Context: an optimization exercise on an open-source flow, tuned for small area. The choices shown serve that exercise and are no tape-out recipe.
In this exercise RTL edits were held to simulation tests only and were not proved equivalent to the original.
Power figures rest on the tool's default switching activity, not on a simulated workload.

`design/flow/run.sh`:
```
#!/bin/bash
# synth_recipe.tcl (not shown) runs the flow's synth.tcl, then flattens the netlist and writes it again
# the make line also repeats each setting of config.mk as NAME=value (left out here)
make -C /OpenROAD-flow-scripts/flow DESIGN_CONFIG=/design/flow/config.mk WORK_HOME=/design/flow/orfs CLKGATE_MAP_FILE= SYNTH_SCRIPT=/design/flow/synth_recipe.tcl finish
```
`design/flow/config.mk`:
```
export PLATFORM = sky130hd
export DESIGN_NAME = user_logic
export DESIGN_NICKNAME = user_logic
export VERILOG_FILES = /design/flow/design.v
export SDC_FILE = /design/flow/constraint.sdc
export NUM_CORES = 4
export LEC_CHECK = 0
export CAP_MARGIN = 20
export CORE_MARGIN = 2
export CORE_UTILIZATION = 40
export SLEW_MARGIN = 20
```
`design/flow/constraint.sdc`:
```
create_clock -name core_clock -period 10.0 [get_ports {Bus2IP_Clk}]
set_input_delay 2.0000 -clock core_clock [delete_from_list [all_inputs] [get_ports {Bus2IP_Clk}]]
set_output_delay 2.0000 -clock core_clock [all_outputs]
set_load 0.01 [all_outputs]
```
`design/flow/design.v`:
```
module user_logic
(
  IR_signal,
  Interrupt,
  Bus2IP_Clk,                      
  Bus2IP_Reset,                    
  Bus2IP_Data,                     
  Bus2IP_BE,                       
  Bus2IP_RdCE,                     
  Bus2IP_WrCE,                     
  IP2Bus_Data,                     
  IP2Bus_RdAck,                    
  IP2Bus_WrAck,                    
  IP2Bus_Error                     
);  
  parameter high = 2'b11;
  parameter low  = 2'b00;
  parameter rise = 2'b01;
  parameter fall = 2'b10;
parameter C_SLV_DWIDTH                   = 32;
parameter C_NUM_REG                      = 3;
input					  IR_signal;
output reg				  Interrupt;
input                                     Bus2IP_Clk;
input                                     Bus2IP_Reset;
input      [0 : C_SLV_DWIDTH-1]           Bus2IP_Data;
input      [0 : C_SLV_DWIDTH/8-1]         Bus2IP_BE;
input      [0 : C_NUM_REG-1]              Bus2IP_RdCE;
input      [0 : C_NUM_REG-1]              Bus2IP_WrCE;
output     [0 : C_SLV_DWIDTH-1]           IP2Bus_Data;
output                                    IP2Bus_RdAck;
output                                    IP2Bus_WrAck;
output                                    IP2Bus_Error;
  reg clk_div_16; 	 
  reg [15:0] clk_div_cnt;  
  wire div_tick;           
  reg input_state;	 
  reg current_state;	 
  reg previous_state;	 
  reg [1:0] state;	 
  reg [11:0] data;	 
  reg [3:0] data_bit;	 
  reg rd_flag;		 
  reg send_flag;	 
  reg start_flag;	 
  integer cnt_low;	 
  reg data_write_flag; 	 
  reg        [0 : C_SLV_DWIDTH-1]           slv_reg0;
  reg        [0 : C_SLV_DWIDTH-1]           slv_reg1;
  reg        [0 : C_SLV_DWIDTH-1]           slv_reg2;
  wire       [0 : 2]                        slv_reg_write_sel;
  wire       [0 : 2]                        slv_reg_read_sel;
  reg        [0 : C_SLV_DWIDTH-1]           slv_ip2bus_data;
  wire                                      slv_read_ack;
  wire                                      slv_write_ack;
  integer                                   byte_index, bit_index;
  always @(posedge Bus2IP_Clk)
  begin
	if(Bus2IP_Reset)  
	begin
		clk_div_16 <= 1'b0;
		clk_div_cnt <= 16'b0;
	end
	else if(clk_div_cnt == 16'd1406)  
	begin
		clk_div_16 <= ~clk_div_16;
		clk_div_cnt <= 16'b0;
	end
	else	 
		clk_div_cnt <= clk_div_cnt + 1'b1;
  end
  assign div_tick = (clk_div_cnt == 16'd1406) && ~clk_div_16;
  always @(posedge Bus2IP_Clk)
  begin
	if(Bus2IP_Reset) 
	begin   
		input_state <= 1'b1;
		current_state <= 1'b1;
		previous_state <= 1'b1;
	end
	else
	begin   
		input_state <= IR_signal; 
		current_state <= input_state;
		previous_state <= current_state;
	end
  end
  always @(posedge Bus2IP_Clk)
  begin
	if(Bus2IP_Reset)
	begin
		state <= high;	 
		rd_flag <= 1'b0;
	end
	else if(~previous_state && ~current_state)  
	begin
		state <= low;
		rd_flag <= 1'b1; 
	end
	else if(previous_state && current_state)    
	begin
		state <= high;
		rd_flag <= 1'b0; 
	end
	else if(~previous_state && current_state)  
	begin
		state <= rise;
		rd_flag <= 1'b0; 
	end
	else if(previous_state && ~current_state)  
	begin
		state <= fall;
		rd_flag <= 1'b1; 
	end
	else 
		state <= state;
  end	
  always @(posedge Bus2IP_Clk)
  begin
	if(Bus2IP_Reset)
	begin
		cnt_low <= 0;
		data_write_flag <= 1'b0;
		data_bit <= 4'b0;
		data <= 12'b0;
		start_flag <= 1'b0;
		send_flag <= 1'b0;
		slv_reg0 <= 32'b0;
		slv_reg1 <= 32'b0;
	end
	else if(div_tick)
	begin
	if(rd_flag)
		cnt_low <= cnt_low + 1;	
	else	
		cnt_low <= 0;
	if(state == low)
		data_write_flag <= 1;  	 
	else if(state == high)
	begin
		if((cnt_low > 62) && (cnt_low < 66))  
		begin
			data_bit <= 4'b0;  	 
			data <= 12'b0;		 
			cnt_low <= 0;		 
			start_flag <= 1; 	 
		end
		if((cnt_low > 30) && (cnt_low < 34) && data_write_flag && start_flag)
		begin    
			data <= {1'b1,data[11:1]};   
			data_bit <= data_bit + 1;    
			data_write_flag <= 0;        
			cnt_low <= 0;                
			send_flag <= 0;              
		end
		if((cnt_low > 14) && (cnt_low < 18) && data_write_flag && start_flag)
		begin    
			data <= {1'b0,data[11:1]};   
			data_bit <= data_bit + 1;    
			data_write_flag <= 0;        
			cnt_low <= 0;                
			send_flag <= 0;              
		end
	end
	if(data_bit == 12 && send_flag == 0)
	begin
		slv_reg0   <= data;
		slv_reg1   <= slv_reg1 + 1'b1;
		send_flag  <= 1;  
		start_flag <= 0; 
	end
	end
  end
  reg [0 : C_SLV_DWIDTH-1] slv_reg1_previous, slv_reg1_current;
  reg interrupt_rst_flag;
  always @(posedge Bus2IP_Clk)
  begin
	if(Bus2IP_Reset)
	begin
		slv_reg1_previous <= 0;
		slv_reg1_current <= 0;
		Interrupt <= 1'b0;
		slv_reg2 <= 32'b0;
	end
        else
	begin
		slv_reg1_current  <= slv_reg1;
		slv_reg1_previous <= slv_reg1_current;
  		if(slv_reg1_previous < slv_reg1_current)  
		begin	
			Interrupt  <= 1'b1;
			slv_reg2 <= 32'h00008000;
		end
		if(slv_reg2 == 32'h10008000)  
		begin
			Interrupt <= 1'b0;
			slv_reg2 <= 32'b0;	
		end
		if ( slv_reg_write_sel == 3'b001 )
		begin
            		for (byte_index=0;byte_index<=(C_SLV_DWIDTH/8)-3;byte_index=byte_index+1 ) 
     	      		  if ( Bus2IP_BE[byte_index] == 1 ) 
                	    for ( bit_index = byte_index*8; bit_index <= byte_index*8+7; bit_index = bit_index+1 )
                  		slv_reg2[bit_index] <= Bus2IP_Data[bit_index];
		end
	end
  end	
  assign
    slv_reg_write_sel = Bus2IP_WrCE[0:2],
    slv_reg_read_sel  = Bus2IP_RdCE[0:2],
    slv_write_ack     = Bus2IP_WrCE[0] || Bus2IP_WrCE[1] || Bus2IP_WrCE[2],
    slv_read_ack      = Bus2IP_RdCE[0] || Bus2IP_RdCE[1] || Bus2IP_RdCE[2];
  always @( slv_reg_read_sel or slv_reg0 or slv_reg1 or slv_reg2 )
    begin: SLAVE_REG_READ_PROC
      case ( slv_reg_read_sel )
        3'b100 : slv_ip2bus_data <= slv_reg0;
        3'b010 : slv_ip2bus_data <= slv_reg1;
        3'b001 : slv_ip2bus_data <= slv_reg2;
        default : slv_ip2bus_data <= 0;
      endcase
    end  
  assign IP2Bus_Data    = slv_ip2bus_data;
  assign IP2Bus_WrAck   = slv_write_ack;
  assign IP2Bus_RdAck   = slv_read_ack;
  assign IP2Bus_Error   = 0;
endmodule
```
==> metrics.md <==
| Metric | Value |
|---|---|
| Status | `timing/DRC/antenna clean` |
| RSZ-0062 raised after global routing | `false` |
| Total negative slack | `0 ns` |
| Drt first pass iters | `4` |
| Part of the power in registers | `50.4%` |
| Yosys top cell area share | `45.8%` |
| Synthesized instance count | `995` |
| Layout Nets | `1,123` |
| Worst-path clk slew | `0.08 ns` |
| PwrDens | `156 mW/mm^2` |
| GPL Wtd Cong | `0.775` |
| CP most frequent cell | `clkdlybuf4s50_1` |
| I/O pin cnt | `81` |
| Gr usage total | `17.1%` |
| Slew headroom | `29.6%` |
| Antenna diodes | `0` |
| Via density | `5.10` |
| CTS tree | `built` |
| Width of the die | `151 um` |
| Leakage power | `0.00367 uW` |
| Port Buffers | `61` |
| Crit path cell chain | `clkdlybuf4s50_1 -> nor3b_2 -> buf_4 -> a22o_1 -> clkdlybuf4s50_1` |
| Total of fill cells in the finished design | `2,043` |
| Final Hold Vio Count | `0` |
| DR iter-0 viols | `268` |
| Netlist Area Pre-Place | `0.00870 sq mm` |
| Worst EP arrival | `4.49 ns` |
| Min-Delay Path Class | `reg2reg` |
| Initial Util | `41.1%` |
| Highest clock rate | `154 MHz` |
| Max-slew violations | `0` |
| Most frequent cell after synthesis | `dfxtp_1` |
| Post-synthesis async set-or-reset flop share | `0%` |
| Ranking of synthesized cells by area | `dfxtp_1 46%, ha_1 6.3%, nor2_1 5.9%` |
| Distinct cells, synth | `56` |
| Max Root-Sink Buffers | `2` |
| Vias in the first global route | `6,246` |
| # rows | `53` |
| Post-synth top area cell | `dfxtp_1` |
| TritonCTS Sinks | `199` |
| Max stage delay cell, worst path | `nor3b_2` |
| First-pass GRT wire length | `31.1 mm` |
| GR Overflow Total | `0` |
| Vias | `6,744` |
| Final wirelength | `18.8 mm` |
| Postcts setup bufs | `0` |
| Final setup vio count | `0` |
| Core area | `0.0212 sq mm` |
| DRC Markers | `0` |
| WP buf/inv | `3` |
| Worst setup EP type | `output pin` |
| Peak per-stage delay on the critical path | `0.84 ns` |
| WL/cell | `14.2 um` |
| Layout area overhead | `16.9%` |
| Maximum VDD drop | `0.000108 V` |
| WP data required | `8.00 ns` |
| Largest delay share family, worst path | `buffers and inverters` |
| Minimum hold slack | `0.418 ns` |
| Post-DP HPWL | `13.3 mm` |
| Psw | `397 uW` |
| Worst-Skew Late Latency | `0.44 ns` |
| Max_cap viols | `0` |
| Clock share of power | `46.9%` |
| Mean Syn Cell Area | `8.74 sq um` |
| Pin count of the biggest net entering global routing | `76` |
| Root buffer cell | `clkbuf_16` |
| Post-synth EDFFs | `0` |
| Setup Skew | `0.0163 ns` |
| Yosys warns | `1` |
| H-tree level count | `4` |
| Int Power | `1190 uW` |
| Die area | `0.0229 sq mm` |
| Final period utilization | `64.9%` |
| Post-cts sizing count | `0` |
| Seq/Total Area, Yosys | `45.8%` |
| CP Class | `in2out` |
| CTS Hold Bufs | `0` |
| Initial antenna violation count | `0` |
| Slew @ Worst Pin | `1.05 ns` |
| Comb pwr share | `2.7%` |
| Mapped Nets | `1,084` |
| Die Y-Extent | `151 um` |
| Sw Share | `25.0%` |
| Antenna-violating nets left | `0` |
| Most common flop cell mapped by yosys | `dfxtp_1` |
| Crit start category | `primary input` |
| Commonest cells in the netlist | `199 x dfxtp_1, 136 x nor2_1, 88 x nand2_1` |
| Num CTS Buffers | `17` |
| Minimum clock period | `6.49 ns` |
| #FFs+latches synth | `199` |
| Critical Path Fanout Max | `20` |
| Fraction of layout cells with a size suffix above 1 | `5.25%` |
## placed cells by master (no fill, tap or decap), types with 3 or more instances in the layout
cell type,n
a21o_1,3
a21oi_1,37
a221oi_1,3
a22o_1,41
a32oi_1,3
and2_1,9
and3_1,10
and4_1,5
buf_4,6
clkbuf_16,17
clkdlybuf4s50_1,60
clkinv_8,4
dfxtp_1,199
ha_1,44
inv_1,74
inv_12,3
inv_8,6
nand2_1,88
nand3_1,38
nand4_1,25
nor2_1,136
nor2b_1,24
nor3_1,33
nor3b_1,5
nor4_1,19
nor4_4,3
o21ai_0,19
o41ai_1,14
or2_2,5
or3_1,12
xnor2_1,46
xor2_1,21
## cell families (layout without fill, tap and decap cells)
kind of cell / count (synthesis) / count (layout) / synth area share, %
AND/OR/NAND/NOR: 429 / 429 / 24.6
flip-flops: 199 / 199 / 45.8
AO/OA/AOI/OAI: 134 / 134 / 11.0
buffers and inverters: 120 / 172 / 5.42
XOR/XNOR: 67 / 67 / 6.75
adder cells (fa/ha/maj): 44 / 44 / 6.33
other: 1 / 1 / 0.0431
multiplexers: 1 / 1 / 0.115
## stage by stage
stage / setup slack [ns] / util (%) / total power (uW) / instance area [sq um] / instances
finish: 3.51 / 48.1 / 1580 / 10200 / 1322
global route: 3.40 / 48.1 / 1650 / 10200 / 1322
CTS: 3.51 / 48.1 / 1610 / 10200 / 1322
detailed placement: 3.52 / 45.0 / 860 / 9510 / 1290
global placement: 3.51 / 44.9 / 860 / 9510 / 1290
floorplan: 4.92 / - / 839 / 8700 / 995
## power by group through the flow
stage / sequential (uW) / combinational (uW) / clock, uW
final: 798 / 42.8 / 744
after global routing: 799 / 47.2 / 800
after CTS: 798 / 43.4 / 767
after detailed placement: 817 / 43.2 / 0
after global placement: 817 / 43.1 / 0
after floorplan: 816 / 23.8 / 0
## final timing paths
check	endpoint	startpoint	slack [ns]	cells after the start
hold / removal	current_state	input_state	0.42	1
hold reg to reg	current_state	input_state	0.42	1
setup reg to reg	slv_reg1[5]	clk_div_cnt[1]	6.96	7
setup / recovery	IP2Bus_Data[12]	Bus2IP_RdCE[1]	3.51	5
## registers in the layout, indices dropped and copies added (netlist names)
register	cells
slv_reg0	12
clk_div_cnt	16
current_state	1
start_flag	1
data_bit	4
rd_flag	1
state	2
clk_div_16	1
data_write_flag	1
input_state	1
slv_reg1	32
send_flag	1
data	12
slv_reg1_previous	32
slv_reg2	17
slv_reg1_current	32
cnt_low	32
previous_state	1
## layer usage
metal,wire length [um],track usage [%]
met1,9300,23.2
met3,490,2.93
met5,0,0
met2,8730,27.5
met4,296,6.40
## area by class of cell
type                    instances  area [sq um]  share of cell area, %
repair buffers                 66           646                   6.35
clock buffers                  17           425                   4.18
well taps                     275           344                   3.38
multi-input cells             676          4260                   41.9
clock inverters                15           231                   2.28
inverters                      74           278                   2.73
flip-flops and latches        199          3980                   39.2

## port drivers added, routing unchanged
Ports are ideal in the flow. The routed layout listed here was re-timed in OpenROAD.
Step 1 (the two cells are an assumption about what drives the block):
set clk [get_ports {Bus2IP_Clk}]
set_driving_cell -lib_cell sky130_fd_sc_hd__clkbuf_16 $clk
set_driving_cell -lib_cell sky130_fd_sc_hd__buf_2 [delete_from_list [all_inputs] $clk]
Step 2 adds t to the input delays and takes it off the output delays; t is the mean of the earliest and latest rising clock arrival at the registers after step 1. Input paths then give back, and output paths get back, about the clock's delay inside the block.
Slacks: no drivers / after step 1 / after step 2; pairs: no drivers / after step 1.
shift t [ns]: 0.480
setup slack, ns: 3.505 / 3.470 / 3.470
hold slack, ns: 0.418 / 0.418 / 0.418
After both steps setup and hold are still met in this run. For this run, drivers alone change the setup slack by -0.035 ns; drivers and shift together by -0.035 ns.
